From an optimization exercise on the open Yosys and OpenROAD flow, aimed at small area, a short achievable clock period and few clock cycles; shortcuts taken in it are not production practice.
The RTL was checked by simulation tests, not by an equivalence proof against the original design.
Power figures rest on the tool's default switching activity, not on a simulated workload.

File: design/flow/flow/run.sh
#!/bin/bash
set -euo pipefail
rm -rf myscripts
cp -r "$FLOW_HOME/scripts" myscripts
cp flow/abc_area.script myscripts/abc_area.script
bash standard.sh SCRIPTS_DIR="$PWD/myscripts" finish > make_finish.log 2>&1
File: design/flow/flow/abc_area.script
strash
&get -n
&deepsyn -J 200
&put
dch -f
map -a
strash
dch -f
map -a
topo
File: design/flow/standard.sh
#!/bin/bash
# synth_recipe.tcl (not shown) runs the flow's synth.tcl, then flattens the netlist and writes it again
# the make line also repeats each setting of config.mk as NAME=value (left out here)
make -C /OpenROAD-flow-scripts/flow DESIGN_CONFIG=/design/flow/config.mk WORK_HOME=/design/flow/orfs CLKGATE_MAP_FILE= SYNTH_SCRIPT=/design/flow/synth_recipe.tcl "${@:-finish}"
File: design/flow/config.mk
export PLATFORM = sky130hd
export DESIGN_NAME = nb_tx_top
export DESIGN_NICKNAME = nb_tx_top
export VERILOG_FILES = /design/flow/design.v
export SDC_FILE = /design/flow/constraint.sdc
export NUM_CORES = 4
export LEC_CHECK = 0
export ABC_AREA = 1
export CAP_MARGIN = 20
export CORE_MARGIN = 2
export CORE_UTILIZATION = 30
export CTS_BUF_LIST = sky130_fd_sc_hd__clkbuf_16
export PLACE_DENSITY = 0.5
export SETUP_SLACK_MARGIN = 4.8
export SLEW_MARGIN = 20
File: design/flow/constraint.sdc
create_clock -name core_clock -period 7.0 [get_ports {i_clk_crc}]
set_input_delay 1.4000 -clock core_clock [delete_from_list [all_inputs] [get_ports {i_clk_crc}]]
set_output_delay 1.4000 -clock core_clock [all_outputs]
set_load 0.01 [all_outputs]
File: design/flow/design.v
module nb_tx_top #(parameter TBS = 16 , parameter G = 132, parameter Qm = 2, parameter rv_indx = 0)
    (
        output logic                  e_k,
        output logic                  RM_Valid,
        input logic                   i_data_crc,
        input logic                   i_clk_crc,
                                      i_rst_crc
    );
    logic [3:0]  ra, ra_q;
    logic [3:0]  rb, rb_q;
    logic [8:0]  hi, hi_q;
    logic [15:0] d;
    logic [16:0] m, mq;
    logic        din, load, e_en, enq, v_nxt;
    assign din = i_data_crc;
    assign ra = {ra_q[3:1], ~ra_q[0]};
    assign rb = {rb_q[3:1], ~rb_q[0]};
    assign hi = {hi_q[8:1], ~hi_q[0]};
    always_ff @(posedge i_clk_crc, negedge i_rst_crc)
        if (!i_rst_crc) begin
            ra_q <= 4'd0;
            rb_q <= 4'd0;
            hi_q <= 9'd0;
        end else begin
            ra_q <= {ra[2:0], ~ra[3]};
            if (ra[3]) rb_q <= {rb[2:0], ~rb[3]};
            if (ra[3] & rb[3]) hi_q <= {hi[7:0], 1'b1};
        end
    always_ff @(posedge i_clk_crc)
        d <= {d[14:0], load ? din : d[15]};
    always_ff @(posedge i_clk_crc)
        mq <= m;
    always_ff @(posedge i_clk_crc, negedge i_rst_crc)
        if (!i_rst_crc) RM_Valid <= 1'b0;
        else RM_Valid <= v_nxt;
    always_ff @(posedge i_clk_crc, negedge i_rst_crc)
        if (!i_rst_crc) enq <= 1'b0;
        else enq <= e_en;
    always_ff @(posedge i_clk_crc, negedge i_rst_crc)
        if (!i_rst_crc) e_k <= 1'b0;
        else if (enq) e_k <= ^({din, d} & mq);
    assign load = hi[0];
    assign v_nxt = (hi[0] & ((ra[1] & rb[2]) | (ra[2] & rb[2]) | (ra[3] & rb[2]) | (ra[0] & rb[3]) | (ra[1] & rb[3]) | (ra[2] & rb[3]) | (ra[3] & rb[3])))
        | hi[1]
        | hi[2]
        | hi[3]
        | hi[4]
        | hi[5]
        | hi[6]
        | hi[7]
        | (hi[8] & ((ra[0] & rb[0]) | (ra[1] & rb[0]) | (ra[2] & rb[0]) | (ra[3] & rb[0]) | (ra[0] & rb[1]) | (ra[1] & rb[1]) | (ra[2] & rb[1]) | (ra[3] & rb[1]) | (ra[0] & rb[2]) | (ra[1] & rb[2]) | (ra[2] & rb[2]) | (ra[3] & rb[2]) | (ra[0] & rb[3])));
    assign e_en = (hi[0] & ((ra[3] & rb[2]) | (ra[1] & rb[3]) | (ra[2] & rb[3]) | (ra[3] & rb[3])))
        | (hi[1] & ((ra[1] & rb[0]) | (ra[2] & rb[0]) | (ra[3] & rb[0]) | (ra[1] & rb[1]) | (ra[2] & rb[1]) | (ra[3] & rb[1]) | (ra[1] & rb[2]) | (ra[3] & rb[2]) | (ra[1] & rb[3]) | (ra[2] & rb[3]) | (ra[3] & rb[3])))
        | (hi[2] & ((ra[1] & rb[0]) | (ra[2] & rb[0]) | (ra[3] & rb[0]) | (ra[1] & rb[1]) | (ra[2] & rb[1]) | (ra[3] & rb[1]) | (ra[1] & rb[2]) | (ra[3] & rb[2]) | (ra[1] & rb[3]) | (ra[2] & rb[3]) | (ra[3] & rb[3])))
        | (hi[3] & ((ra[1] & rb[0]) | (ra[2] & rb[0]) | (ra[3] & rb[0]) | (ra[1] & rb[1]) | (ra[2] & rb[1]) | (ra[3] & rb[1]) | (ra[1] & rb[2]) | (ra[3] & rb[2]) | (ra[1] & rb[3]) | (ra[2] & rb[3]) | (ra[3] & rb[3])))
        | (hi[4] & ((ra[1] & rb[0]) | (ra[2] & rb[0]) | (ra[3] & rb[0]) | (ra[1] & rb[1]) | (ra[2] & rb[1]) | (ra[3] & rb[1]) | (ra[0] & rb[3]) | (ra[1] & rb[3])))
        | (hi[5] & ((ra[0] & rb[0]) | (ra[1] & rb[0]) | (ra[0] & rb[1]) | (ra[1] & rb[1]) | (ra[2] & rb[1]) | (ra[3] & rb[1]) | (ra[0] & rb[2]) | (ra[1] & rb[2]) | (ra[0] & rb[3]) | (ra[1] & rb[3]) | (ra[2] & rb[3]) | (ra[3] & rb[3])))
        | (hi[6] & ((ra[0] & rb[0]) | (ra[1] & rb[0]) | (ra[0] & rb[1]) | (ra[1] & rb[1]) | (ra[2] & rb[1]) | (ra[3] & rb[1]) | (ra[0] & rb[2]) | (ra[1] & rb[2]) | (ra[0] & rb[3]) | (ra[1] & rb[3])))
        | (hi[7] & ((ra[0] & rb[0]) | (ra[1] & rb[0]) | (ra[0] & rb[1]) | (ra[1] & rb[1]) | (ra[2] & rb[1]) | (ra[3] & rb[1]) | (ra[0] & rb[2]) | (ra[1] & rb[2]) | (ra[0] & rb[3]) | (ra[1] & rb[3]) | (ra[2] & rb[3]) | (ra[3] & rb[3])))
        | (hi[8] & ((ra[0] & rb[0]) | (ra[1] & rb[0]) | (ra[0] & rb[1]) | (ra[1] & rb[1]) | (ra[2] & rb[1]) | (ra[3] & rb[1]) | (ra[0] & rb[2]) | (ra[1] & rb[2]) | (ra[0] & rb[3]) | (ra[1] & rb[3])));
    assign m[0] = (hi[0] & ((ra[3] & rb[2]) | (ra[1] & rb[3])))
        | (hi[1] & ((ra[1] & rb[0]) | (ra[3] & rb[1])))
        | (hi[2] & ((ra[2] & rb[1]) | (ra[3] & rb[1]) | (ra[1] & rb[2])))
        | (hi[3] & ((ra[2] & rb[1]) | (ra[1] & rb[2]) | (ra[1] & rb[3])))
        | (hi[4] & ((ra[2] & rb[0]) | (ra[2] & rb[1])))
        | (hi[5] & ((ra[2] & rb[1]) | (ra[3] & rb[1]) | (ra[0] & rb[3]) | (ra[2] & rb[3]) | (ra[3] & rb[3])))
        | (hi[6] & ((ra[0] & rb[1]) | (ra[2] & rb[1]) | (ra[3] & rb[1]) | (ra[0] & rb[2]) | (ra[0] & rb[3])))
        | (hi[7] & ((ra[0] & rb[0]) | (ra[0] & rb[1]) | (ra[1] & rb[1]) | (ra[2] & rb[1]) | (ra[3] & rb[1]) | (ra[0] & rb[2]) | (ra[0] & rb[3]) | (ra[1] & rb[3])))
        | (hi[8] & ((ra[0] & rb[0]) | (ra[0] & rb[1]) | (ra[1] & rb[1]) | (ra[0] & rb[2])));
    assign m[1] = (hi[1] & ((ra[2] & rb[0]) | (ra[2] & rb[1]) | (ra[1] & rb[2]) | (ra[2] & rb[3])))
        | (hi[2] & ((ra[3] & rb[1]) | (ra[3] & rb[2]) | (ra[1] & rb[3]) | (ra[2] & rb[3])))
        | (hi[3] & ((ra[1] & rb[0]) | (ra[2] & rb[0]) | (ra[3] & rb[1]) | (ra[1] & rb[3]) | (ra[2] & rb[3])))
        | (hi[4] & ((ra[2] & rb[0])))
        | (hi[5] & ((ra[1] & rb[0]) | (ra[0] & rb[1]) | (ra[1] & rb[1]) | (ra[2] & rb[1]) | (ra[0] & rb[2]) | (ra[1] & rb[3]) | (ra[2] & rb[3]) | (ra[3] & rb[3])))
        | (hi[6] & ((ra[0] & rb[0]) | (ra[1] & rb[0]) | (ra[0] & rb[2]) | (ra[1] & rb[2])))
        | (hi[7] & ((ra[0] & rb[0]) | (ra[1] & rb[0]) | (ra[0] & rb[1]) | (ra[1] & rb[1]) | (ra[1] & rb[2]) | (ra[0] & rb[3]) | (ra[2] & rb[3])))
        | (hi[8] & ((ra[0] & rb[0]) | (ra[0] & rb[1]) | (ra[1] & rb[1]) | (ra[2] & rb[1]) | (ra[3] & rb[1]) | (ra[0] & rb[2]) | (ra[1] & rb[2]) | (ra[0] & rb[3]) | (ra[1] & rb[3])));
    assign m[2] = (hi[0] & ((ra[2] & rb[3])))
        | (hi[1] & ((ra[2] & rb[1]) | (ra[3] & rb[1]) | (ra[3] & rb[2]) | (ra[1] & rb[3])))
        | (hi[2] & ((ra[1] & rb[0]) | (ra[2] & rb[0]) | (ra[2] & rb[3])))
        | (hi[3] & ((ra[1] & rb[0]) | (ra[2] & rb[0]) | (ra[2] & rb[1]) | (ra[1] & rb[2]) | (ra[1] & rb[3])))
        | (hi[4] & ((ra[3] & rb[1]) | (ra[0] & rb[3]) | (ra[1] & rb[3])))
        | (hi[5] & ((ra[0] & rb[0]) | (ra[2] & rb[1]) | (ra[3] & rb[1]) | (ra[0] & rb[2]) | (ra[0] & rb[3]) | (ra[2] & rb[3])))
        | (hi[6] & ((ra[0] & rb[0]) | (ra[0] & rb[1]) | (ra[0] & rb[2]) | (ra[0] & rb[3]) | (ra[1] & rb[3])))
        | (hi[7] & ((ra[0] & rb[0]) | (ra[1] & rb[1]) | (ra[3] & rb[1]) | (ra[1] & rb[2]) | (ra[2] & rb[3]) | (ra[3] & rb[3])))
        | (hi[8] & ((ra[1] & rb[0]) | (ra[0] & rb[1]) | (ra[0] & rb[2]) | (ra[0] & rb[3]) | (ra[1] & rb[3])));
    assign m[3] = (hi[1] & ((ra[2] & rb[0]) | (ra[2] & rb[1]) | (ra[3] & rb[1])))
        | (hi[2] & ((ra[2] & rb[1])))
        | (hi[3] & ((ra[1] & rb[0]) | (ra[2] & rb[0]) | (ra[2] & rb[1]) | (ra[3] & rb[1]) | (ra[3] & rb[2]) | (ra[2] & rb[3])))
        | (hi[4] & ((ra[1] & rb[0]) | (ra[2] & rb[0]) | (ra[3] & rb[1]) | (ra[0] & rb[3])))
        | (hi[5] & ((ra[1] & rb[0]) | (ra[1] & rb[1]) | (ra[3] & rb[1]) | (ra[0] & rb[2]) | (ra[0] & rb[3]) | (ra[2] & rb[3]) | (ra[3] & rb[3])))
        | (hi[6] & ((ra[1] & rb[0]) | (ra[0] & rb[3])))
        | (hi[7] & ((ra[0] & rb[0]) | (ra[1] & rb[1]) | (ra[2] & rb[1]) | (ra[3] & rb[1]) | (ra[0] & rb[2]) | (ra[0] & rb[3]) | (ra[1] & rb[3]) | (ra[2] & rb[3]) | (ra[3] & rb[3])))
        | (hi[8] & ((ra[0] & rb[0]) | (ra[0] & rb[1]) | (ra[1] & rb[1]) | (ra[0] & rb[2]) | (ra[0] & rb[3]) | (ra[1] & rb[3])));
    assign m[4] = (hi[0] & ((ra[1] & rb[3])))
        | (hi[1] & ((ra[1] & rb[0]) | (ra[2] & rb[0]) | (ra[1] & rb[2]) | (ra[2] & rb[3])))
        | (hi[2] & ((ra[2] & rb[0]) | (ra[2] & rb[1]) | (ra[1] & rb[2]) | (ra[2] & rb[3])))
        | (hi[3] & ((ra[1] & rb[0]) | (ra[2] & rb[1]) | (ra[2] & rb[3])))
        | (hi[4] & ((ra[2] & rb[0]) | (ra[2] & rb[1]) | (ra[0] & rb[3]) | (ra[1] & rb[3])))
        | (hi[5] & ((ra[0] & rb[0]) | (ra[1] & rb[0]) | (ra[0] & rb[1]) | (ra[1] & rb[1]) | (ra[3] & rb[1]) | (ra[1] & rb[2]) | (ra[0] & rb[3]) | (ra[2] & rb[3]) | (ra[3] & rb[3])))
        | (hi[6] & ((ra[0] & rb[1]) | (ra[1] & rb[2]) | (ra[0] & rb[3]) | (ra[1] & rb[3])))
        | (hi[7] & ((ra[1] & rb[1]) | (ra[2] & rb[1]) | (ra[1] & rb[2]) | (ra[0] & rb[3]) | (ra[1] & rb[3]) | (ra[2] & rb[3]) | (ra[3] & rb[3])))
        | (hi[8] & ((ra[0] & rb[0]) | (ra[1] & rb[0]) | (ra[1] & rb[1]) | (ra[0] & rb[2]) | (ra[0] & rb[3])));
    assign m[5] = (hi[0] & ((ra[1] & rb[3]) | (ra[2] & rb[3])))
        | (hi[1] & ((ra[1] & rb[0]) | (ra[2] & rb[0]) | (ra[2] & rb[1]) | (ra[3] & rb[1]) | (ra[1] & rb[2]) | (ra[2] & rb[3])))
        | (hi[2] & ((ra[3] & rb[1]) | (ra[1] & rb[2]) | (ra[1] & rb[3])))
        | (hi[3] & ((ra[1] & rb[2]) | (ra[2] & rb[3])))
        | (hi[4] & ((ra[0] & rb[3])))
        | (hi[5] & ((ra[1] & rb[1]) | (ra[3] & rb[1]) | (ra[0] & rb[2]) | (ra[0] & rb[3]) | (ra[3] & rb[3])))
        | (hi[6] & ((ra[0] & rb[1]) | (ra[1] & rb[1]) | (ra[2] & rb[1]) | (ra[3] & rb[1]) | (ra[0] & rb[2]) | (ra[0] & rb[3]) | (ra[1] & rb[3])))
        | (hi[7] & ((ra[0] & rb[0]) | (ra[1] & rb[0]) | (ra[0] & rb[1]) | (ra[1] & rb[1]) | (ra[2] & rb[1]) | (ra[0] & rb[2]) | (ra[1] & rb[2]) | (ra[0] & rb[3]) | (ra[2] & rb[3]) | (ra[3] & rb[3])))
        | (hi[8] & ((ra[1] & rb[0]) | (ra[0] & rb[1]) | (ra[1] & rb[1]) | (ra[2] & rb[1]) | (ra[3] & rb[1]) | (ra[0] & rb[2]) | (ra[0] & rb[3])));
    assign m[6] = (hi[1] & ((ra[1] & rb[0]) | (ra[2] & rb[0]) | (ra[1] & rb[1]) | (ra[3] & rb[1]) | (ra[1] & rb[2]) | (ra[1] & rb[3])))
        | (hi[2] & ((ra[1] & rb[0]) | (ra[1] & rb[3]) | (ra[2] & rb[3])))
        | (hi[3] & ((ra[2] & rb[1]) | (ra[1] & rb[2]) | (ra[2] & rb[3])))
        | (hi[4] & ((ra[2] & rb[0]) | (ra[0] & rb[3])))
        | (hi[5] & ((ra[0] & rb[0]) | (ra[0] & rb[1]) | (ra[2] & rb[1]) | (ra[0] & rb[3]) | (ra[1] & rb[3]) | (ra[3] & rb[3])))
        | (hi[6] & ((ra[0] & rb[0]) | (ra[1] & rb[1]) | (ra[3] & rb[1]) | (ra[0] & rb[2]) | (ra[1] & rb[2]) | (ra[0] & rb[3])))
        | (hi[7] & ((ra[1] & rb[0]) | (ra[0] & rb[1]) | (ra[1] & rb[1]) | (ra[2] & rb[1]) | (ra[3] & rb[1]) | (ra[0] & rb[3]) | (ra[2] & rb[3]) | (ra[3] & rb[3])))
        | (hi[8] & ((ra[1] & rb[0]) | (ra[1] & rb[1]) | (ra[2] & rb[1]) | (ra[1] & rb[2]) | (ra[0] & rb[3]) | (ra[1] & rb[3])));
    assign m[7] = (hi[1] & ((ra[2] & rb[0]) | (ra[1] & rb[3]) | (ra[2] & rb[3])))
        | (hi[2] & ((ra[1] & rb[0]) | (ra[2] & rb[1])))
        | (hi[3] & ((ra[1] & rb[1]) | (ra[3] & rb[1]) | (ra[1] & rb[2]) | (ra[1] & rb[3])))
        | (hi[4] & ((ra[1] & rb[0]) | (ra[2] & rb[0]) | (ra[2] & rb[1]) | (ra[3] & rb[1]) | (ra[1] & rb[3])))
        | (hi[5] & ((ra[0] & rb[1]) | (ra[1] & rb[1]) | (ra[2] & rb[1]) | (ra[0] & rb[2]) | (ra[1] & rb[3])))
        | (hi[6] & ((ra[0] & rb[0]) | (ra[1] & rb[0]) | (ra[0] & rb[1]) | (ra[3] & rb[1]) | (ra[0] & rb[2]) | (ra[0] & rb[3])))
        | (hi[7] & ((ra[0] & rb[1]) | (ra[2] & rb[1]) | (ra[3] & rb[1]) | (ra[0] & rb[2]) | (ra[0] & rb[3])))
        | (hi[8] & ((ra[0] & rb[0]) | (ra[1] & rb[0]) | (ra[0] & rb[1]) | (ra[1] & rb[1]) | (ra[2] & rb[1]) | (ra[3] & rb[1]) | (ra[1] & rb[2]) | (ra[1] & rb[3])));
    assign m[8] = (hi[0] & ((ra[1] & rb[3]) | (ra[2] & rb[3])))
        | (hi[1] & ((ra[1] & rb[0]) | (ra[2] & rb[0]) | (ra[2] & rb[1]) | (ra[3] & rb[1]) | (ra[1] & rb[2])))
        | (hi[2] & ((ra[1] & rb[1]) | (ra[2] & rb[1])))
        | (hi[3] & ((ra[3] & rb[1]) | (ra[2] & rb[3])))
        | (hi[4] & ((ra[1] & rb[0]) | (ra[2] & rb[0]) | (ra[3] & rb[1]) | (ra[0] & rb[3])))
        | (hi[5] & ((ra[0] & rb[0]) | (ra[1] & rb[0]) | (ra[1] & rb[1]) | (ra[3] & rb[1]) | (ra[0] & rb[2]) | (ra[1] & rb[2])))
        | (hi[6] & ((ra[1] & rb[0]) | (ra[0] & rb[1]) | (ra[1] & rb[1]) | (ra[2] & rb[1]) | (ra[3] & rb[1]) | (ra[0] & rb[2]) | (ra[1] & rb[3])))
        | (hi[7] & ((ra[0] & rb[0]) | (ra[1] & rb[0]) | (ra[3] & rb[1]) | (ra[0] & rb[2]) | (ra[1] & rb[3]) | (ra[3] & rb[3])))
        | (hi[8] & ((ra[0] & rb[0]) | (ra[1] & rb[0]) | (ra[1] & rb[1]) | (ra[3] & rb[1]) | (ra[0] & rb[2])));
    assign m[9] = (hi[0] & ((ra[1] & rb[3]) | (ra[2] & rb[3])))
        | (hi[1] & ((ra[1] & rb[0]) | (ra[3] & rb[1]) | (ra[2] & rb[3])))
        | (hi[2] & ((ra[2] & rb[1]) | (ra[3] & rb[1]) | (ra[1] & rb[2]) | (ra[1] & rb[3])))
        | (hi[3] & ((ra[1] & rb[0]) | (ra[2] & rb[0]) | (ra[2] & rb[1]) | (ra[3] & rb[1]) | (ra[1] & rb[2]) | (ra[2] & rb[3])))
        | (hi[4] & ((ra[1] & rb[1]) | (ra[0] & rb[3])))
        | (hi[5] & ((ra[0] & rb[1]) | (ra[1] & rb[1]) | (ra[3] & rb[1]) | (ra[0] & rb[3]) | (ra[1] & rb[3]) | (ra[2] & rb[3])))
        | (hi[6] & ((ra[0] & rb[1]) | (ra[1] & rb[1]) | (ra[1] & rb[3])))
        | (hi[7] & ((ra[1] & rb[0]) | (ra[1] & rb[1]) | (ra[2] & rb[1]) | (ra[1] & rb[2]) | (ra[1] & rb[3]) | (ra[3] & rb[3])))
        | (hi[8] & ((ra[0] & rb[0]) | (ra[0] & rb[1]) | (ra[1] & rb[1]) | (ra[3] & rb[1]) | (ra[0] & rb[3]) | (ra[1] & rb[3])));
    assign m[10] = (hi[0] & ((ra[1] & rb[3]) | (ra[2] & rb[3])))
        | (hi[1] & ((ra[2] & rb[1]) | (ra[1] & rb[2]) | (ra[1] & rb[3])))
        | (hi[2] & ((ra[1] & rb[0]) | (ra[2] & rb[0]) | (ra[3] & rb[1]) | (ra[1] & rb[3]) | (ra[2] & rb[3])))
        | (hi[3] & ((ra[1] & rb[0]) | (ra[3] & rb[1]) | (ra[2] & rb[3])))
        | (hi[4] & ((ra[1] & rb[3])))
        | (hi[5] & ((ra[3] & rb[1])))
        | (hi[6] & ((ra[0] & rb[0]) | (ra[1] & rb[0]) | (ra[2] & rb[1]) | (ra[0] & rb[2]) | (ra[0] & rb[3]) | (ra[1] & rb[3])))
        | (hi[7] & ((ra[0] & rb[0]) | (ra[0] & rb[1]) | (ra[1] & rb[1]) | (ra[3] & rb[1]) | (ra[0] & rb[2]) | (ra[1] & rb[2])))
        | (hi[8] & ((ra[1] & rb[0]) | (ra[0] & rb[1]) | (ra[2] & rb[1]) | (ra[1] & rb[2]) | (ra[0] & rb[3])));
    assign m[11] = (hi[1] & ((ra[1] & rb[0]) | (ra[1] & rb[2]) | (ra[1] & rb[3]) | (ra[2] & rb[3])))
        | (hi[2] & ((ra[1] & rb[0]) | (ra[2] & rb[1]) | (ra[3] & rb[1]) | (ra[1] & rb[3]) | (ra[2] & rb[3])))
        | (hi[3] & ((ra[2] & rb[1]) | (ra[1] & rb[2]) | (ra[1] & rb[3])))
        | (hi[4] & ((ra[1] & rb[0]) | (ra[2] & rb[0]) | (ra[2] & rb[1]) | (ra[3] & rb[1]) | (ra[0] & rb[3])))
        | (hi[5] & ((ra[0] & rb[0]) | (ra[1] & rb[0]) | (ra[1] & rb[1]) | (ra[2] & rb[1]) | (ra[0] & rb[2]) | (ra[0] & rb[3]) | (ra[1] & rb[3]) | (ra[3] & rb[3])))
        | (hi[6] & ((ra[0] & rb[0]) | (ra[0] & rb[1]) | (ra[1] & rb[1]) | (ra[3] & rb[1]) | (ra[1] & rb[2]) | (ra[0] & rb[3])))
        | (hi[7] & ((ra[0] & rb[0]) | (ra[1] & rb[0]) | (ra[0] & rb[1]) | (ra[0] & rb[2]) | (ra[1] & rb[2]) | (ra[0] & rb[3]) | (ra[1] & rb[3]) | (ra[2] & rb[3])))
        | (hi[8] & ((ra[0] & rb[0]) | (ra[3] & rb[1]) | (ra[1] & rb[2]) | (ra[0] & rb[3])));
    assign m[12] = (hi[0] & ((ra[2] & rb[3]) | (ra[3] & rb[3])))
        | (hi[1] & ((ra[3] & rb[0]) | (ra[2] & rb[1]) | (ra[1] & rb[2]) | (ra[1] & rb[3]) | (ra[2] & rb[3])))
        | (hi[2] & ((ra[1] & rb[0]) | (ra[3] & rb[1]) | (ra[1] & rb[2])))
        | (hi[3] & ((ra[3] & rb[1]) | (ra[1] & rb[2]) | (ra[2] & rb[3])))
        | (hi[4] & ((ra[1] & rb[0]) | (ra[3] & rb[1]) | (ra[0] & rb[3]) | (ra[1] & rb[3])))
        | (hi[5] & ((ra[2] & rb[1]) | (ra[1] & rb[3])))
        | (hi[6] & ((ra[0] & rb[0]) | (ra[0] & rb[1]) | (ra[2] & rb[1]) | (ra[0] & rb[2]) | (ra[1] & rb[2]) | (ra[0] & rb[3])))
        | (hi[7] & ((ra[3] & rb[1]) | (ra[0] & rb[2]) | (ra[0] & rb[3]) | (ra[1] & rb[3]) | (ra[3] & rb[3])))
        | (hi[8] & ((ra[2] & rb[1]) | (ra[3] & rb[1]) | (ra[0] & rb[2]) | (ra[1] & rb[2]) | (ra[0] & rb[3])));
    assign m[13] = (hi[1] & ((ra[2] & rb[0]) | (ra[2] & rb[1]) | (ra[3] & rb[1]) | (ra[2] & rb[3])))
        | (hi[2] & ((ra[3] & rb[1]) | (ra[3] & rb[3])))
        | (hi[3] & ((ra[2] & rb[0]) | (ra[3] & rb[0]) | (ra[2] & rb[1]) | (ra[1] & rb[2]) | (ra[1] & rb[3])))
        | (hi[4] & ((ra[1] & rb[0]) | (ra[2] & rb[0]) | (ra[0] & rb[3]) | (ra[1] & rb[3])))
        | (hi[5] & ((ra[1] & rb[0]) | (ra[0] & rb[1]) | (ra[1] & rb[1]) | (ra[3] & rb[1]) | (ra[0] & rb[2]) | (ra[1] & rb[2]) | (ra[0] & rb[3]) | (ra[1] & rb[3]) | (ra[2] & rb[3])))
        | (hi[6] & ((ra[0] & rb[0]) | (ra[1] & rb[0]) | (ra[0] & rb[1]) | (ra[1] & rb[1]) | (ra[2] & rb[1]) | (ra[3] & rb[1]) | (ra[0] & rb[2]) | (ra[1] & rb[2]) | (ra[1] & rb[3])))
        | (hi[7] & ((ra[0] & rb[0]) | (ra[1] & rb[0]) | (ra[1] & rb[1]) | (ra[1] & rb[2]) | (ra[1] & rb[3]) | (ra[3] & rb[3])))
        | (hi[8] & ((ra[0] & rb[0]) | (ra[1] & rb[0]) | (ra[0] & rb[1]) | (ra[1] & rb[1]) | (ra[2] & rb[1]) | (ra[3] & rb[1]) | (ra[0] & rb[2]) | (ra[1] & rb[2]) | (ra[0] & rb[3]) | (ra[1] & rb[3])));
    assign m[14] = (hi[0] & ((ra[2] & rb[3])))
        | (hi[1] & ((ra[1] & rb[0]) | (ra[2] & rb[1]) | (ra[3] & rb[1]) | (ra[1] & rb[2]) | (ra[3] & rb[3])))
        | (hi[2] & ((ra[2] & rb[0]) | (ra[3] & rb[0]) | (ra[2] & rb[1]) | (ra[3] & rb[1])))
        | (hi[3] & ((ra[2] & rb[0]) | (ra[2] & rb[1]) | (ra[3] & rb[1]) | (ra[1] & rb[3]) | (ra[2] & rb[3])))
        | (hi[4] & ((ra[3] & rb[1])))
        | (hi[5] & ((ra[0] & rb[0]) | (ra[0] & rb[1]) | (ra[2] & rb[1]) | (ra[0] & rb[2]) | (ra[1] & rb[2]) | (ra[3] & rb[3])))
        | (hi[6] & ((ra[1] & rb[1]) | (ra[0] & rb[3]) | (ra[1] & rb[3])))
        | (hi[7] & ((ra[2] & rb[1]) | (ra[3] & rb[1]) | (ra[0] & rb[2]) | (ra[0] & rb[3])))
        | (hi[8] & ((ra[0] & rb[0]) | (ra[1] & rb[0]) | (ra[0] & rb[1]) | (ra[2] & rb[1]) | (ra[1] & rb[2]) | (ra[1] & rb[3])));
    assign m[15] = (hi[1] & ((ra[1] & rb[0]) | (ra[2] & rb[1]) | (ra[1] & rb[2]) | (ra[2] & rb[3])))
        | (hi[2] & ((ra[2] & rb[0]) | (ra[2] & rb[1]) | (ra[2] & rb[3])))
        | (hi[3] & ((ra[1] & rb[0]) | (ra[2] & rb[1]) | (ra[1] & rb[2]) | (ra[1] & rb[3]) | (ra[2] & rb[3]) | (ra[3] & rb[3])))
        | (hi[4] & ((ra[2] & rb[0]) | (ra[3] & rb[0]) | (ra[2] & rb[1]) | (ra[0] & rb[3]) | (ra[1] & rb[3])))
        | (hi[5] & ((ra[0] & rb[0]) | (ra[0] & rb[1]) | (ra[2] & rb[1]) | (ra[2] & rb[3]) | (ra[3] & rb[3])))
        | (hi[6] & ((ra[1] & rb[0]) | (ra[0] & rb[1]) | (ra[1] & rb[1]) | (ra[3] & rb[1]) | (ra[1] & rb[2])))
        | (hi[7] & ((ra[0] & rb[0]) | (ra[3] & rb[1]) | (ra[1] & rb[3]) | (ra[3] & rb[3])))
        | (hi[8] & ((ra[1] & rb[0]) | (ra[2] & rb[1]) | (ra[1] & rb[2]) | (ra[0] & rb[3])));
    assign m[16] = (hi[0] & ((ra[2] & rb[3])));
endmodule
==> flow_summary.json, run 1 <==
{
  "status": "no timing/DRC/antenna violations",
  "io_pins": 5,
  "min_delay_worst_endpoint": "d[12]$_DFF_P_",
  "fin_crit_ns": 2.20,
  "synth_top_flop_cell": "dfxtp_1",
  "hold_class": "flop to flop",
  "grt_util_all_layers_pct": 25.1,
  "holdBufCountCts": 0,
  "drive_gt1_share_pct": 15.6,
  "die_h_um": 102,
  "grt_pass1_vias": 3191,
  "slew_viol_final": 0,
  "hpwlAfterDp_um": 9610,
  "crit_path_cell_trace": "clkbuf_2",
  "syn_area_per_cell_um2": 6.99,
  "grt_max_degree": 21,
  "final_cells": 564,
  "grt_antenna_before_repair": 0,
  "synth-edff-count": 0,
  "clk_latency_ns": 0.30,
  "dpl.cell_count": 549,
  "timing.final.crit_share_pct": 31.4,
  "p_leak_nw": 1.29,
  "rsz0062_at_grt": "true",
  "routed_wl_um": 12700,
  "critPathCaptureType": "output pin",
  "hp-start": "d[11]$_DFF_P_",
  "antenna_left": 0,
  "slowest_delay_ns": 0.38,
  "skew_ns": 0.0114,
  "cts_root_buffer": "clkbuf_16",
  "cts_sinks": 53,
  "r2r_slack_ns": 4.83,
  "vias": 3357,
  "reg2reg_from": "ra_q[1]$_DFF_PN0_",
  "crit_family": "flip-flops",
  "cts.path.max_buffers": 2,
  "design_area_um2": 3500,
  "r2r_cells": 8,
  "netlist_area_um2": 2900,
  "place_congestion": 1.05,
  "cts_tree": "built",
  "min_path_cells": 0,
  "grt_overflow": 0,
  "coreArea_um2": 9330,
  "worstMarginPinSlew_ns": 0.930,
  "hold_viol": 0,
  "path_buf_inv": 1,
  "cp.arrival_ns": 0.80,
  "std_cell_rows": 35,
  "crit_path_start_kind": "flop",
  "clkTransAtPathRegs_ns": 0.07,
  "drt_first_iter_violations": 484,
  "synth_cells": 415,
  "first_pass_iters": 6,
  "place_area_um2": 3120,
  "maxCapViolCount": 0,
  "fmax_mhz": 455,
  "drc": 0,
  "yosys-top-cells-count": "83 x nor2_1, 63 x clkinv_1, 53 x nand2_1",
  "fill_cells": 1012,
  "syn2layout_area_growth_pct": 20.9,
  "yosysMostFrequentCell": "nor2_1",
  "yosysTopAreaCell": "dfxtp_1",
  "synthesis.nets": 418,
  "p_per_area_nw_per_um2": 161,
  "viasPerCell": 5.95,
  "synth-async-reset-ratio_pct": 37.7,
  "yosysSeqAreaShare_pct": 40.1,
  "slew_headroom_pct": 38.0,
  "htreeDepth": 2,
  "initial_core_util_pct": 31.1,
  "port_buffers": 4,
  "setup_viol": 0,
  "diodes": 0,
  "yosysWarnings": 1,
  "dieArea_um2": 10500,
  "yosysTopAreaCellShare_pct": 22.8,
  "drt-wirelength-per-cell_um": 22.5,
  "ir_worst_vdd_mv": 0.0944,
  "synth_cell_types": 26,
  "netlist_top_cells_area": "dfxtp_1 23%, dfrtp_1 17%, nor2_1 11%",
  "nNetsFinal": 437,
  "worst-path-max-fanout": 2,
  "cts_buffers": 5,
  "critPathKind": "flop to output pin",
  "required_ns": 5.60,
  "rr_endpoint": "mq[0]$_DFF_P_",
  "die_w_um": 102,
  "ys_ff_latch": 53,
  "grt_pass1_wl_um": 19000,
  "finalSetupTns_ns": 0,
  "crit_slowest_cell": "dfrtp_1"
}
==> where the power goes <==
group	switching [W]	internal [W]
clock network	0.000117	0.000132
logic	0.00000308	0.000000936
registers	0.00000265	0.000308
==> cell usage in the layout (no fill, tap or decap), types with 11 or more instances in the layout <==
cell / instances
nor2_2: 15
nor2_1: 58
a21oi_1: 40
nor3_1: 16
dfrtp_1: 15
nand3_1: 11
clkinv_1: 55
dfxtp_1: 33
nand2_1: 52
o21ai_0: 28
==> metal layers <==
layer  track usage, %  up-vias  part of all wire [%]
li1                 -     1455                     -
met1             34.0     1563                    42
met2             36.6      261                    41
met3             5.88       78                    10
met4             13.8        0                   7.1
met5                0        -                     0
==> metrics by stage <==
stage               setup slack (ns)  utilization (%)  hold slack (ns)  total power, W
floorplan                       4.76                -            0.331        0.000317
global placement                4.13             33.5            0.333        0.000322
detailed placement              4.14             33.5            0.337        0.000323
CTS                             4.61             35.5            0.352        0.000569
global route                    4.72             37.6            0.354        0.000579
finish                          4.80             37.6            0.351        0.000564
==> how the worst max path moves through the flow <==
| stage | start | endpoint | slack, ns | cells past startpoint |
|---|---|---|---|---|
| after floorplan | i_data_crc | e_k$_DFFE_PN0P_ | 4.76 | 6 |
| after global placement | i_data_crc | e_k$_DFFE_PN0P_ | 4.13 | 7 |
| after detailed placement | i_data_crc | e_k$_DFFE_PN0P_ | 4.14 | 7 |
| final | e_k$_DFFE_PN0P_ | e_k | 4.80 | 1 |
| after global routing | ra_q[1]$_DFF_PN0_ | mq[1]$_DFF_P_ | 4.72 | 10 |
| after CTS | ra_q[1]$_DFF_PN0_ | mq[1]$_DFF_P_ | 4.61 | 10 |
==> sequential cells by signal (all words and copies together), names as in the netlist <==
name      cells
ra_q          4
RM_Valid      1
e_k           1
hi_q          9
mq           17
enq           1
d            16
rb_q          4
==> layout make-up <==
type	instances	area [um^2]	area share, %
clock buffers	5	125	3.57
clock inverters	3	17.5	0.500
inverters	63	254	7.25
multi-input cells	299	1680	47.9
flip-flops and latches	53	1170	33.3
well taps	129	161	4.61
repair buffers	12	100	2.86
==> cells by family (layout without fill, tap and decap cells) <==
group                     Yosys count  after routing  synth area share (%)
buffers and inverters              63             83                  8.16
AOI/OAI and AO/OA                 105            105                  21.5
DFF                                53             53                  40.1
xor gates and xnor gates           16             16                  4.83
and+or+nand+nor                   178            178                  25.5
==> repair_timing <==
| item | CTS | global route |
|---|---|---|
| buffers inserted | 0 | 7 |
| setup endpoints to repair | 39 | 18 |
| pin swaps | 1 | 5 |
| gates resized for setup | 26 | 48 |
| hold endpoints to repair | 0 | 0 |
Testbench counts, summed over its fixed seeds: cycles 13,920.
==> inputs of run 2 (changes only) <==
==> design/flow/flow/abc_area.script (replaced) <==
strash
&get -n
&fraig -x
&dc2
&put
dch -f
map -a
strash
dch -f
map -a
strash
dch -f
map -a
topo
==> run 2 against run 1 <==
  * Largest cell class unchanged
  * Cell count is 0.71% higher
  * Non-clock buffer count is 3 lower
  * Critical path depth is 7 higher
  * Synthesized cell count is 0.72% higher
  * Critical endpoint is now mq[11]$_DFF_P_
  * Design area is 0.75% lower
  * Hold slack better by 0.0031 ns
  * Via count is 6.5% higher
  * Still clean
==> flow_summary.json, run 2 <==
{
  "layout_commonest_cell": "nand2_1",
  "cts_tree": "built",
  "grt_util_all_layers_pct": 26.3,
  "critPathKind": "flop to flop",
  "place_congestion": 1.04,
  "hpwlAfterDp_um": 9670,
  "coreArea_um2": 9680,
  "drt-wirelength-per-cell_um": 23.7,
  "netlist_top_cells_area": "dfxtp_1 22%, dfrtp_1 17%, nor2_1 9.8%",
  "required_ns": 7.19,
  "fmax_mhz": 440,
  "cts_root_buffer": "clkbuf_16",
  "rr_endpoint": "mq[11]$_DFF_P_",
  "vias": 3574,
  "status": "no timing/DRC/antenna violations",
  "hp-start": "d[9]$_DFF_P_",
  "cp.arrival_ns": 2.47,
  "grt_max_degree": 25,
  "min_delay_worst_endpoint": "d[10]$_DFF_P_",
  "synth-async-reset-ratio_pct": 37.7,
  "syn2layout_area_growth_pct": 17.6,
  "nNetsFinal": 437,
  "grt_pass1_vias": 3410,
  "grt_pass1_wl_um": 20500,
  "yosysTopAreaCell": "dfxtp_1",
  "cts_sinks": 53,
  "port_buffers": 4,
  "synth-simple-area-share_pct": 25.8,
  "final_cell_mix": "56 x nand2_1, 55 x nor2_1, 45 x clkinv_1, 40 x a21oi_1, 33 x dfxtp_1",
  "synthXorXnorAreaFrac_pct": 4.74,
  "yosysSeqAreaShare_pct": 39.3,
  "antenna_left": 0,
  "largest_reg_flops": 17,
  "slew_viol_final": 0,
  "synth_compound_area_share_pct": 24.2,
  "yosysWarnings": 1,
  "skew_ns": 0.00404,
  "min_path_cells": 0,
  "netlist_area_um2": 2960,
  "clk_latency_ns": 0.29,
  "hold_viol": 0,
  "r2r_slack_ns": 4.73,
  "yosysMostFrequentCell": "nor2_1",
  "drt_first_iter_violations": 533,
  "maxCapViolCount": 0,
  "grt_overflow": 0,
  "p_leak_nw": 1.29,
  "slew_headroom_pct": 37.6,
  "synthMuxAreaShare_pct": 0,
  "rsz0062_at_grt": "true",
  "finalSetupTns_ns": 0,
  "drc": 0,
  "place_area_um2": 3200,
  "viasPerCell": 6.29,
  "io_pins": 5,
  "p_per_area_nw_per_um2": 172,
  "hold_class": "flop to flop",
  "diodes": 0,
  "first_pass_iters": 5,
  "clkTransAtPathRegs_ns": 0.07,
  "design_area_um2": 3480,
  "setup_viol": 0,
  "fill_cells": 1036,
  "synth_fa_ha_area_share_pct": 0,
  "yosys-top-cells-count": "77 x nor2_1, 57 x nand2_1, 48 x clkinv_1",
  "die_w_um": 103,
  "critPathCaptureType": "flop",
  "synth_top_family_by_area": "simple AND/OR/NAND/NOR gates",
  "reg2reg_from": "ra_q[2]$_DFF_PN0_",
  "crit_path_start_kind": "flop",
  "ys_ff_latch": 53,
  "worstMarginPinSlew_ns": 0.936,
  "grt_antenna_before_repair": 0,
  "dieArea_um2": 10700,
  "cts.path.max_buffers": 2,
  "synth-edff-count": 0,
  "routed_wl_um": 13500,
  "ir_worst_vdd_mv": 0.136,
  "synthesis.nets": 421,
  "synth_cell_types": 23,
  "synth_top_flop_cell": "dfxtp_1",
  "drive_gt1_share_pct": 9.89,
  "largest-register": "mq",
  "yosysTopAreaCellShare_pct": 22.3,
  "fin_crit_ns": 2.27,
  "timing.final.crit_share_pct": 32.5,
  "initial_core_util_pct": 30.5,
  "r2r_cells": 8,
  "htreeDepth": 2,
  "die_h_um": 103,
  "std_cell_rows": 36,
  "worst-path-max-fanout": 8,
  "top_regs": "mq (17), d (16), hi_q (9)",
  "cts_buffers": 5,
  "syn_area_per_cell_um2": 7.08,
  "synth_cells": 418
}
run 2: kinds of logic (layout without fill, tap and decap cells):
group / count (synthesis) / in the layout
simple gates: 181 / 181
flops: 53 / 53
xor+xnor: 16 / 16
compound gates: 120 / 120
buf+inv: 48 / 65
run 2: cell type report:
| cell class | instances | area, um^2 | area share (%) |
|---|---|---|---|
| sequential | 53 | 1160 | 33.4 |
| clock buffer | 5 | 125 | 3.60 |
| tap | 133 | 166 | 4.78 |
| clock inverter | 3 | 42.5 | 1.22 |
| timing repair buffer | 9 | 67.6 | 1.94 |
| inverter | 48 | 189 | 5.43 |
| multi-input combinational | 317 | 1730 | 49.6 |
run 2: stage by stage:
step                      setup WS [ns]  instances  total power, W  util [%]  hold slack (ns)
after floorplan                    4.61        418        0.000317         -            0.331
after global placement             3.98        558        0.000323      33.1            0.335
after detailed placement           3.99        558        0.000323      33.1            0.339
after CTS                          4.56        566        0.000603      35.0            0.355
after global routing               4.64        568        0.000613      35.9            0.361
final                              4.73        568        0.000597      35.9            0.354
run 2: worst max path at each step:
stage / from / to / slack (ns)
2_1_floorplan: i_data_crc / e_k$_DFFE_PN0P_ / 4.61
3_3_place_gp: i_data_crc / e_k$_DFFE_PN0P_ / 3.98
3_5_place_dp: i_data_crc / e_k$_DFFE_PN0P_ / 3.99
4_1_cts: i_data_crc / e_k$_DFFE_PN0P_ / 4.56
5_1_grt: i_data_crc / e_k$_DFFE_PN0P_ / 4.64
6_report: ra_q[2]$_DFF_PN0_ / mq[11]$_DFF_P_ / 4.73
run 2: routing by layer:
metal	wire (um)	part of all wire [%]	vias up	global-route usage (%)
met5	0	0	-	0
met4	1080	8.0	0	15.2
met3	1480	11	101	4.84
met2	5480	41	301	40.3
met1	5440	40	1661	34.7
li1	-	-	1511	-
run 2: repair_timing:
action                     4_1_cts  5_1_grt
setup buffers                    0        2
setup endpoints to repair       41       20
pin swaps                        0        3
gates resized for setup         23       25
hold buffers                     0        0
run 2: worst max-delay path, cell delays in order (launching register included):
cell       delay (ns)
dfrtp_1          0.42
clkinv_1         0.19
nor2_2           0.43
nor2_1           0.18
nand2_1          0.19
clkinv_1         0.22
nor2_2           0.30
nor4_1           0.11
o2111ai_1        0.13
run 2: where the power goes:
part	total [W]	leakage, nW	internal, W	switching, W
combinational	0.00000441	0.672	0.00000127	0.00000314
clock	0.000282	0.0852	0.000168	0.000113
sequential	0.000311	0.533	0.000308	0.00000271
total	0.000597	1.29	0.000478	0.000119
==> inputs of run 3 (changes only) <==
--- a/design/flow/config.mk
+++ b/design/flow/config.mk
@@ -11,5 +11,5 @@
 export CORE_UTILIZATION = 30
 export CTS_BUF_LIST = sky130_fd_sc_hd__clkbuf_16
 export PLACE_DENSITY = 0.5
-export SETUP_SLACK_MARGIN = 4.8
+export SETUP_SLACK_MARGIN = 4.9
 export SLEW_MARGIN = 20
==> run 3 against run 2 <==
  * Sequential share of layout area shrank 1.0 points
  * Cell count stayed put
  * Area after synthesis unchanged
  * Critical path type is now input port to flop
  * Register-to-register slack improved by 0.09 ns
  * Largest power group unchanged
==> flow_summary.json, run 3 <==
{
  "status": "no timing/DRC/antenna violations",
  "largest_reg_flops": 17,
  "top_regs": "mq (17), d (16), hi_q (9)",
  "critPathLaunch": "i_data_crc",
  "dieArea_um2": 10700,
  "antenna_left": 0,
  "slowest_delay_ns": 0.18,
  "synth_cells": 418,
  "yosysSeqAreaShare_pct": 39.3,
  "worst-path-max-fanout": 2,
  "cts_root_buffer": "clkbuf_16",
  "syn_area_per_cell_um2": 7.08,
  "io_pins": 5,
  "largest-register": "mq",
  "reg2reg_from": "ra_q[2]$_DFF_PN0_",
  "holdBufCountCts": 0,
  "drive_gt1_share_pct": 15.2,
  "routed_wl_um": 13500,
  "synth_cell_types": 23,
  "yosysWarnings": 1,
  "drc": 0,
  "cts_tree": "built",
  "htreeDepth": 2,
  "fmax_mhz": 450,
  "netlist_area_um2": 2960,
  "critPathKind": "input port to flop",
  "multi_input_area_um2": 1840,
  "p_leak_nw": 1.32,
  "syn2layout_area_growth_pct": 21.4,
  "cp_num_cells": 8,
  "required_ns": 7.18,
  "netlist_top_cells_area": "dfxtp_1 22%, dfrtp_1 17%, nor2_1 9.8%",
  "drt-wirelength-per-cell_um": 23.8,
  "crit_family": "XOR/XNOR gates",
  "crit_path_start_kind": "input port",
  "rsz0062_at_grt": "true",
  "maxCapViolCount": 0,
  "cts.path.max_buffers": 2,
  "p_per_area_nw_per_um2": 166,
  "critPathCaptureType": "flop",
  "std_cell_rows": 36,
  "cp.arrival_ns": 2.40,
  "setup_viol": 0,
  "grt_max_degree": 25,
  "register_area_um2": 1160,
  "hold_viol": 0,
  "yosysTopAreaCellShare_pct": 22.3,
  "timing.final.crit_share_pct": 31.7,
  "grt_overflow": 0,
  "cts_buffers": 5,
  "viasPerCell": 6.32,
  "r2r_cells": 8,
  "yosys-top-cells-count": "77 x nor2_1, 57 x nand2_1, 48 x clkinv_1",
  "slew_headroom_pct": 47.8,
  "hold_class": "flop to flop",
  "synth-async-reset-ratio_pct": 37.7,
  "synth-edff-count": 0,
  "nNetsFinal": 436,
  "hpwlAfterDp_um": 9670,
  "rr_endpoint": "mq[15]$_DFF_P_",
  "clk_latency_ns": 0.29,
  "die_w_um": 103,
  "layout_commonest_cell": "nand2_1",
  "coreArea_um2": 9680,
  "slew_viol_final": 0,
  "yosysTopAreaCell": "dfxtp_1",
  "drt_first_iter_violations": 456,
  "crit_slowest_cell": "xnor2_1",
  "first_pass_iters": 6,
  "place_congestion": 1.04,
  "yosysMostFrequentCell": "nor2_1",
  "r2r_slack_ns": 4.82,
  "synth_top_flop_cell": "dfxtp_1",
  "worstMarginPinSlew_ns": 0.780,
  "grt_util_all_layers_pct": 26.2,
  "die_h_um": 103,
  "crit_end": "e_k$_DFFE_PN0P_",
  "final_cell_mix": "56 x nand2_1, 44 x nor2_1, 42 x clkinv_1, 39 x a21oi_1, 33 x dfxtp_1",
  "skew_ns": 0.00522,
  "cts_sinks": 53,
  "crit_path_cell_trace": "buf_8, nand2_4, xnor2_2, xnor2_1, xnor2_1, xor2_1, xor2_1, a21oi_1",
  "finalSetupTns_ns": 0,
  "clkTransAtPathRegs_ns": 0.07,
  "grt_pass1_wl_um": 20400,
  "port_buffers": 4,
  "fin_hold_ws_ns": 0.353,
  "ir_worst_vdd_mv": 0.135,
  "vias": 3591,
  "initial_core_util_pct": 30.5,
  "path_buf_inv": 1,
  "grt_pass1_vias": 3434,
  "ys_ff_latch": 53,
  "fill_cells": 1029,
  "fin_crit_ns": 2.22,
  "synthesis.nets": 421,
  "grt_antenna_before_repair": 1
}
-- run 3: cell counts after synthesis --
No cell type changed its count.
-- run 3: layout make-up --
class	instances	share of cell area, %
Multi-Input combinational cell	317	51.1
Sequential cell	53	32.4
Inverter	48	5.30
Tap cell	133	4.63
Clock buffer	5	3.48
Timing Repair Buffer	8	1.85
Clock inverter	3	1.18
Antenna cell	1	0.0697
-- run 3: worst min-delay path by stage --
| stage | startpoint | end | slack (ns) | cells past startpoint |
|---|---|---|---|---|
| 3_5_place_dp | d[9]$_DFF_P_ | d[10]$_DFF_P_ | 0.34 | 0 |
| 6_report | d[9]$_DFF_P_ | d[10]$_DFF_P_ | 0.35 | 0 |
| 4_1_cts | d[9]$_DFF_P_ | d[10]$_DFF_P_ | 0.35 | 0 |
| 2_1_floorplan | d[9]$_DFF_P_ | d[10]$_DFF_P_ | 0.33 | 0 |
| 5_1_grt | d[5]$_DFF_P_ | d[6]$_DFF_P_ | 0.36 | 0 |
| 3_3_place_gp | d[10]$_DFF_P_ | d[11]$_DFF_P_ | 0.33 | 0 |
-- run 3: report_power, final --
part           leakage (nW)  switching [W]   total (W)  internal (W)
clock network        0.0852       0.000112    0.000281      0.000168
registers             0.532     0.00000268    0.000311      0.000308
logic                 0.699     0.00000314  0.00000490    0.00000176
total                  1.32       0.000118    0.000597      0.000478
-- run 3: per-stage QoR --
stage / total power [W] / instances / worst slack (ns) / utilization, % / cell area [um^2]
2_1_floorplan: 0.000317 / 418 / 4.61 / - / 2970
3_3_place_gp: 0.000323 / 558 / 3.98 / 33.1 / 3200
3_5_place_dp: 0.000323 / 558 / 3.99 / 33.1 / 3200
4_1_cts: 0.000603 / 567 / 4.73 / 35.4 / 3420
5_1_grt: 0.000614 / 567 / 4.67 / 37.1 / 3590
6_report: 0.000597 / 568 / 4.78 / 37.1 / 3590
-- run 3: logic make-up (layout without fill, tap and decap cells) --
| family | Yosys count | in the layout | synth area share, % |
|---|---|---|---|
| and+or+nand+nor | 181 | 181 | 25.8 |
| xor gates and xnor gates | 16 | 16 | 4.74 |
| AOI/OAI and AO/OA | 120 | 120 | 24.2 |
| buffers and inverters | 48 | 64 | 6.09 |
| DFF | 53 | 53 | 39.3 |
| other | 0 | 1 | 0 |
-- run 3: metal layers --
layer / GRT usage (%) / part of all wire [%] / vias to the layer above
met5: 0 / 0 / -
met4: 15.5 / 7.0 / 0
met3: 5.44 / 11 / 91
met2: 39.8 / 42 / 326
met1: 34.4 / 40 / 1660
li1: - / - / 1514
-- run 3: worst register-to-register path: stages (launching register included) --
cell       delay, ns
dfrtp_1         0.42
clkinv_1        0.16
nor2_2          0.13
nor2_2          0.24
clkinv_1        0.17
nand2_1         0.18
o211ai_1        0.20
nor3_1          0.21
o2111ai_1       0.28
-- run 3: timing repair --
| item | CTS | global route |
|---|---|---|
| endpoints found under the hold margin | 0 | 0 |
| pin swaps | 5 | 6 |
| resized for setup | 36 | 51 |
| buffers inserted | 1 | 0 |
| setup endpoints to repair | 41 | 41 |
==> inputs of run 4 (changes only) <==
==> design/flow/flow/run.sh (replaced) <==
#!/bin/bash
set -euo pipefail
rm -rf myscripts
cp -r "$FLOW_HOME/scripts" myscripts
cp flow/abc_area.script myscripts/abc_area.script
bash standard.sh SCRIPTS_DIR="$PWD/myscripts" SETUP_SLACK_MARGIN=5.6 finish > make_finish.log 2>&1
--- a/design/flow/config.mk
+++ b/design/flow/config.mk
@@ -11,5 +11,5 @@
 export CORE_UTILIZATION = 30
 export CTS_BUF_LIST = sky130_fd_sc_hd__clkbuf_16
 export PLACE_DENSITY = 0.5
-export SETUP_SLACK_MARGIN = 4.9
+export SETUP_SLACK_MARGIN = 5
 export SLEW_MARGIN = 20
==> run 4 against run 3 <==
  * Clock-buffer cell count is the same
  * Sequential share of layout area shrank 10 points
  * Largest power group unchanged
  * Core utilization grew 18 points
  * Via count grew 19%
  * Cell count grew 17%
  * Critical path depth is the same
  * Non-clock buffer count grew 95
  * Design area grew 49%
  * Wire length grew 27%
  * Highest routed layer unchanged
  * Die area is the same
  * Still clean
  * Clock skew grew 0.0024 ns
==> flow_summary.json, run 4 <==
{
  "status": "no timing/DRC/antenna violations",
  "setup_viol": 0,
  "timing.final.crit_share_pct": 31.8,
  "fin_util_pct": 55.2,
  "antenna_left": 0,
  "grt_util_all_layers_pct": 30.2,
  "register_area_um2": 1170,
  "fin_crit_ns": 2.23,
  "maxCapViolCount": 0,
  "initial_core_util_pct": 30.5,
  "critPathCaptureType": "flop",
  "vias": 4257,
  "routed_wl_um": 17100,
  "largest_reg_flops": 17,
  "syn2layout_area_growth_pct": 80.7,
  "hpwlAfterDp_um": 9690,
  "fill_cells": 790,
  "io_pins": 5,
  "first_pass_iters": 7,
  "htreeDepth": 2,
  "p_leak_nw": 2.09,
  "rsz0062_at_grt": "true",
  "fin_hold_ws_ns": 0.348,
  "synth_cell_types": 23,
  "place_congestion": 1.07,
  "viasPerCell": 6.42,
  "yosysTopAreaCell": "dfxtp_1",
  "layout_commonest_cell": "buf_4",
  "clk_latency_ns": 0.30,
  "netlist_area_um2": 2960,
  "synth-edff-count": 0,
  "cts_buffers": 5,
  "final_cells": 663,
  "grt_pass1_wl_um": 23200,
  "die_w_um": 103,
  "yosysSeqAreaShare_pct": 39.3,
  "hold_class": "flop to flop",
  "finalSetupTns_ns": 0,
  "grt_pass1_vias": 4033,
  "p_per_area_nw_per_um2": 111,
  "drc": 0,
  "std_cell_rows": 36,
  "cts_sinks": 53,
  "crit_path_start_kind": "input port",
  "grt_max_degree": 21,
  "top_regs": "mq (17), d (16), hi_q (9)",
  "worstMarginPinSlew_ns": 0.465,
  "largest-register": "mq",
  "nNetsFinal": 532,
  "pre_cts_ws_ns": 3.92,
  "skew_ns": 0.00760,
  "coreArea_um2": 9680,
  "worst-path-max-fanout": 2,
  "grt_overflow": 0,
  "dieArea_um2": 10700,
  "diodes": 0,
  "synth_cells": 418,
  "layout_setup_ws_ns": 4.77,
  "drt-wirelength-per-cell_um": 25.8,
  "synth-async-reset-ratio_pct": 37.7,
  "cts.path.max_buffers": 2,
  "ir_worst_vdd_mv": 0.181,
  "ys_ff_latch": 53,
  "critPathKind": "input port to flop",
  "die_h_um": 103,
  "dpl.cell_count": 555,
  "yosys-top-cells-count": "77 x nor2_1, 57 x nand2_1, 48 x clkinv_1",
  "netlist_top_cells_area": "dfxtp_1 22%, dfrtp_1 17%, nor2_1 9.8%",
  "cts_root_buffer": "clkbuf_16",
  "syn_area_per_cell_um2": 7.08,
  "cts_tree": "built",
  "yosysMostFrequentCell": "nor2_1",
  "multi_input_area_um2": 2610,
  "slew_headroom_pct": 69.0,
  "cp.arrival_ns": 2.41,
  "drive_gt1_share_pct": 56.0,
  "fmax_mhz": 449,
  "required_ns": 7.19,
  "final_cell_mix": "69 x buf_4, 55 x nor2_4, 45 x nand2_1, 33 x dfxtp_1, 26 x buf_6",
  "clkTransAtPathRegs_ns": 0.07,
  "holdBufCountCts": 0,
  "synthesis.nets": 421,
  "yosysTopAreaCellShare_pct": 22.3,
  "hold_viol": 0,
  "yosysWarnings": 1,
  "port_buffers": 4,
  "slew_viol_final": 0,
  "grt_antenna_before_repair": 0,
  "drt_first_iter_violations": 689,
  "synth_top_flop_cell": "dfxtp_1"
}
==> run 4: metrics by stage <==
stage	power [W]	instance area [um^2]
finish	0.000593	5340
global route	0.000611	5340
CTS	0.000598	4880
detailed placement	0.000323	3490
global placement	0.000323	3490
floorplan	0.000317	3280
==> run 4: logic make-up (layout without fill, tap and decap cells) <==
kind of cell           Yosys count  count (layout)  share of synthesized area (%)
buffers and inverters           48             159                           6.09
AO/OA/AOI/OAI                  120             120                           24.2
AND/OR/NAND/NOR                181             182                           25.8
flip-flops                      53              53                           39.3
XOR/XNOR                        16              16                           4.74
==> run 4: area by class of cell <==
cell class | count | share of cell area [%]
repair buffers | 103 | 17.5
clock inverters | 3 | 0.702
well taps | 133 | 3.11
flip-flops and latches | 53 | 22.0
multi-input cells | 318 | 48.9
inverters | 48 | 5.48
clock buffers | 5 | 2.34
==> run 4: power by group <==
group / switching [W] / total [W] / internal, W / leakage (nW)
clock network: 0.000110 / 0.000276 / 0.000166 / 0.0826
registers: 0.00000264 / 0.000311 / 0.000308 / 0.520
logic: 0.00000345 / 0.00000552 / 0.00000207 / 1.49
==> run 4: path summary, 6_finish.rpt <==
check                      depth (start not counted)                   to  slack [ns]         startpoint
max reg2reg                                       10        mq[7]$_DFF_P_        5.06  ra_q[0]$_DFF_PN0_
max                                                8      e_k$_DFFE_PN0P_        4.77         i_data_crc
min                                                0         d[5]$_DFF_P_        0.35       d[4]$_DFF_P_
min reg2reg                                        0         d[5]$_DFF_P_        0.35       d[4]$_DFF_P_
min in group asynchronous                          1  rb_q[3]$_DFFE_PN0P_        0.97          i_rst_crc
max in group asynchronous                          1  hi_q[8]$_DFFE_PN0P_        5.79          i_rst_crc
==> run 4: critical path: stages <==
cell and delay [ns]:
buf_8 0.08, nand2_4 0.04, xnor2_2 0.13, xnor2_1 0.19, xnor2_1 0.16, xor2_1 0.18
xor2_1 0.16, a21oi_1 0.08
==> run 4: routing by layer <==
layer  vias to the layer above  global-route usage (%)  wire [um]
li1                       1722                       -          -
met1                      1948                    34.6       5950
met2                       412                    48.4       7590
met3                       175                    9.48       1860
met4                         0                    20.3       1700
met5                         -                       0          0
==> run 4: what timing repair did <==
| item | CTS | global route |
|---|---|---|
| buffers inserted | 76 | 23 |
| resized for setup | 181 | 71 |
| pin swaps | 71 | 63 |
| endpoints found under the setup margin | 52 | 31 |
| gates cloned | 1 | 0 |
==> inputs of run 5 (changes only) <==
==> design/flow/flow/run.sh (replaced) <==
#!/bin/bash
set -euo pipefail
rm -rf myscripts
cp -r "$FLOW_HOME/scripts" myscripts
cp flow/abc_area.script myscripts/abc_area.script
bash standard.sh SCRIPTS_DIR="$PWD/myscripts" finish > make_finish.log 2>&1
==> design/flow/flow/abc_area.script (replaced) <==
strash
&get -n
&deepsyn -J 200
&put
dch -f
map -a
strash
dch -f
map -a
topo
--- a/design/flow/config.mk
+++ b/design/flow/config.mk
@@ -9,7 +9,7 @@
 export CAP_MARGIN = 20
 export CORE_MARGIN = 2
 export CORE_UTILIZATION = 30
-export CTS_BUF_LIST = sky130_fd_sc_hd__clkbuf_16
+export CTS_BUF_LIST = sky130_fd_sc_hd__clkbuf_8
 export PLACE_DENSITY = 0.5
-export SETUP_SLACK_MARGIN = 5
+export SETUP_SLACK_MARGIN = 4.8
 export SLEW_MARGIN = 20
==> run 5 against run 4 <==
  * Die area decreased by 1.9%
  * Setup slack worse by 0.0034 ns
  * Critical path depth shrank 7
  * Total power is 16% lower
  * Still clean on timing, DRC and antenna
  * Critical endpoint is now e_k
  * Non-clock buffer count is 85 lower
==> flow_summary.json, run 5 <==
{
  "slew_viol_final": 0,
  "cts.path.max_buffers": 2,
  "cts_root_buffer": "clkbuf_8",
  "syn_area_per_cell_um2": 6.99,
  "grt_pass1_vias": 3158,
  "fin_crit_ns": 2.23,
  "drc": 0,
  "yosys-top-cells-count": "83 x nor2_1, 63 x clkinv_1, 53 x nand2_1",
  "setup_viol": 0,
  "maxCapViolCount": 0,
  "yosysSeqAreaShare_pct": 40.1,
  "clk_latency_ns": 0.33,
  "port_buffers": 4,
  "crit_family": "flip-flops",
  "nNetsFinal": 443,
  "io_pins": 5,
  "largest_reg_flops": 17,
  "hold_class": "flop to flop",
  "synth_cells": 415,
  "p_per_area_nw_per_um2": 141,
  "grt_util_all_layers_pct": 25.3,
  "crit_path_cell_trace": "clkbuf_2",
  "std_cell_rows": 35,
  "viasPerCell": 5.92,
  "yosysTopAreaCellShare_pct": 22.8,
  "syn2layout_area_growth_pct": 20.8,
  "synth_cell_types": 26,
  "fill_cells": 1015,
  "netlist_area_um2": 2900,
  "critPathKind": "flop to output pin",
  "drive_gt1_share_pct": 17.2,
  "first_pass_iters": 5,
  "skew_ns": 0.0188,
  "grt_antenna_before_repair": 0,
  "final_cell_mix": "57 x nor2_1, 54 x clkinv_1, 52 x nand2_1, 40 x a21oi_1, 33 x dfxtp_1",
  "layout_commonest_cell": "nor2_1",
  "ir_worst_vdd_mv": 0.0706,
  "routed_wl_um": 12900,
  "dpl.cell_count": 549,
  "cts_tree": "built",
  "hold_viol": 0,
  "synthesis.nets": 418,
  "diodes": 0,
  "initial_core_util_pct": 31.1,
  "ys_ff_latch": 53,
  "register_area_um2": 1170,
  "slew_headroom_pct": 39.7,
  "final_cells": 570,
  "grt_max_degree": 21,
  "largest-register": "mq",
  "worst-path-max-fanout": 2,
  "place_congestion": 1.05,
  "die_h_um": 102,
  "fin_util_pct": 37.5,
  "hpwlAfterDp_um": 9610,
  "vias": 3372,
  "layout_setup_ws_ns": 4.77,
  "crit_slowest_cell": "dfrtp_1",
  "synth_top_flop_cell": "dfxtp_1",
  "crit_path_start_kind": "flop",
  "grt_pass1_wl_um": 19100,
  "grt_overflow": 0,
  "multi_input_area_um2": 1700,
  "cts_buffers": 5,
  "yosysMostFrequentCell": "nor2_1",
  "synth-async-reset-ratio_pct": 37.7,
  "worstMarginPinSlew_ns": 0.905,
  "rsz0062_at_grt": "true",
  "holdBufCountCts": 0,
  "p_leak_nw": 1.30,
  "fmax_mhz": 448,
  "yosysTopAreaCell": "dfxtp_1",
  "timing.final.crit_share_pct": 31.9,
  "cp.arrival_ns": 0.83,
  "yosysWarnings": 1,
  "coreArea_um2": 9330,
  "required_ns": 5.60,
  "drt-wirelength-per-cell_um": 22.6,
  "netlist_top_cells_area": "dfxtp_1 23%, dfrtp_1 17%, nor2_1 11%",
  "status": "no timing/DRC/antenna violations",
  "critPathCaptureType": "output pin",
  "dieArea_um2": 10500,
  "cts_sinks": 53,
  "path_buf_inv": 1,
  "die_w_um": 102,
  "htreeDepth": 2,
  "top_regs": "mq (17), d (16), hi_q (9)",
  "synth-edff-count": 0,
  "clkTransAtPathRegs_ns": 0.10,
  "pre_cts_ws_ns": 4.14,
  "finalSetupTns_ns": 0,
  "slowest_delay_ns": 0.39,
  "antenna_left": 0,
  "drt_first_iter_violations": 580
}
-- run 5: routing by layer --
layer  up-vias  wire length (um)  GRT usage, %
li1       1464                 -             -
met1      1581              5390          34.8
met2       260              5300          37.0
met3        67              1400          5.40
met4         0               796          13.4
met5         -                 0             0
-- run 5: cell families after synthesis --
group,count (synthesis),share of synthesized area [%]
flip-flops,53,40.1
AND/OR/NAND/NOR,178,25.5
AO/OA/AOI/OAI,105,21.5
buffers and inverters,63,8.16
XOR/XNOR,16,4.83
-- run 5: report_power, final --
group	switching (W)	internal (W)	total (W)	leakage, nW
combinational	0.00000303	0.000000936	0.00000396	0.717
clock	0.000110	0.0000702	0.000180	0.0497
sequential	0.00000263	0.000308	0.000311	0.530
total	0.000116	0.000379	0.000495	1.30
-- run 5: stage by stage --
stage / instance area, um^2 / hold WS (ns) / power, W
2_1_floorplan: 2910 / 0.331 / 0.000317
3_3_place_gp: 3120 / 0.333 / 0.000322
3_5_place_dp: 3120 / 0.337 / 0.000323
4_1_cts: 3270 / 0.356 / 0.000500
5_1_grt: 3500 / 0.359 / 0.000510
6_report: 3500 / 0.350 / 0.000495
-- run 5: what timing repair did --
item / CTS / global route
endpoints found under the setup margin: 40 / 20
pin swaps: 1 / 9
gates resized for setup: 28 / 48
setup buffers: 1 / 12
-- run 5: area by class of cell --
cell class                      count  share of cell area, %
Clock buffer                        5                   1.97
Clock inverter                      3                  0.500
Inverter                           63                   7.33
Multi-Input combinational cell    299                   48.5
Sequential cell                    53                   33.3
Tap cell                          129                   4.61
Timing Repair Buffer               18                   3.79
-- run 5: worst paths after layout --
kind	depth (start not counted)	from	slack, ns	end
max	1	e_k$_DFFE_PN0P_	4.77	e_k
min	0	d[13]$_DFF_P_	0.35	d[14]$_DFF_P_
max reg2reg	6	hi_q[5]$_DFFE_PN0P_	4.78	enq$_DFF_PN0_
min reg2reg	0	d[13]$_DFF_P_	0.35	d[14]$_DFF_P_
max in group asynchronous	1	i_rst_crc	5.07	ra_q[1]$_DFF_PN0_
min in group asynchronous	1	i_rst_crc	1.30	hi_q[6]$_DFFE_PN0P_

## afterwards: timing with drivers on the ports
The results above use ideal ports. As a check the final layouts listed here were re-extracted and re-timed, cells and wires unchanged. Step 1 sets driving cells, clkbuf_16 on the clock port and buf_2 on the other inputs (assumed; they add their load-dependent delay and slew). Step 2, shift: input delay + t, output delay - t, t = (earliest + latest rising clock arrival at the registers) / 2. This alone moves slack from input paths to output paths. a / b / c = no drivers / after step 1 / after step 2; a / b = the first two.
run | t, ns | setup slack, ns | latest minus earliest clock arrival (ns)
run 1 | 0.329 | 4.804 / 4.768 / 4.574 | 0.012 / 0.011
run 2 | 0.334 | 4.727 / 4.727 / 4.439 | 0.005 / 0.004
run 3 | 0.336 | 4.778 / 4.754 / 4.435 | 0.006 / 0.005
run 4 | 0.333 | 4.772 / 4.749 / 4.416 | 0.009 / 0.008
run 5 | 0.353 | 4.768 / 4.734 / 4.575 | 0.019 / 0.019
After both steps every run listed still meets setup and hold. The setup slack of run 4, which loses most, moves by -0.023 ns with the drivers and by -0.356 ns with both steps.
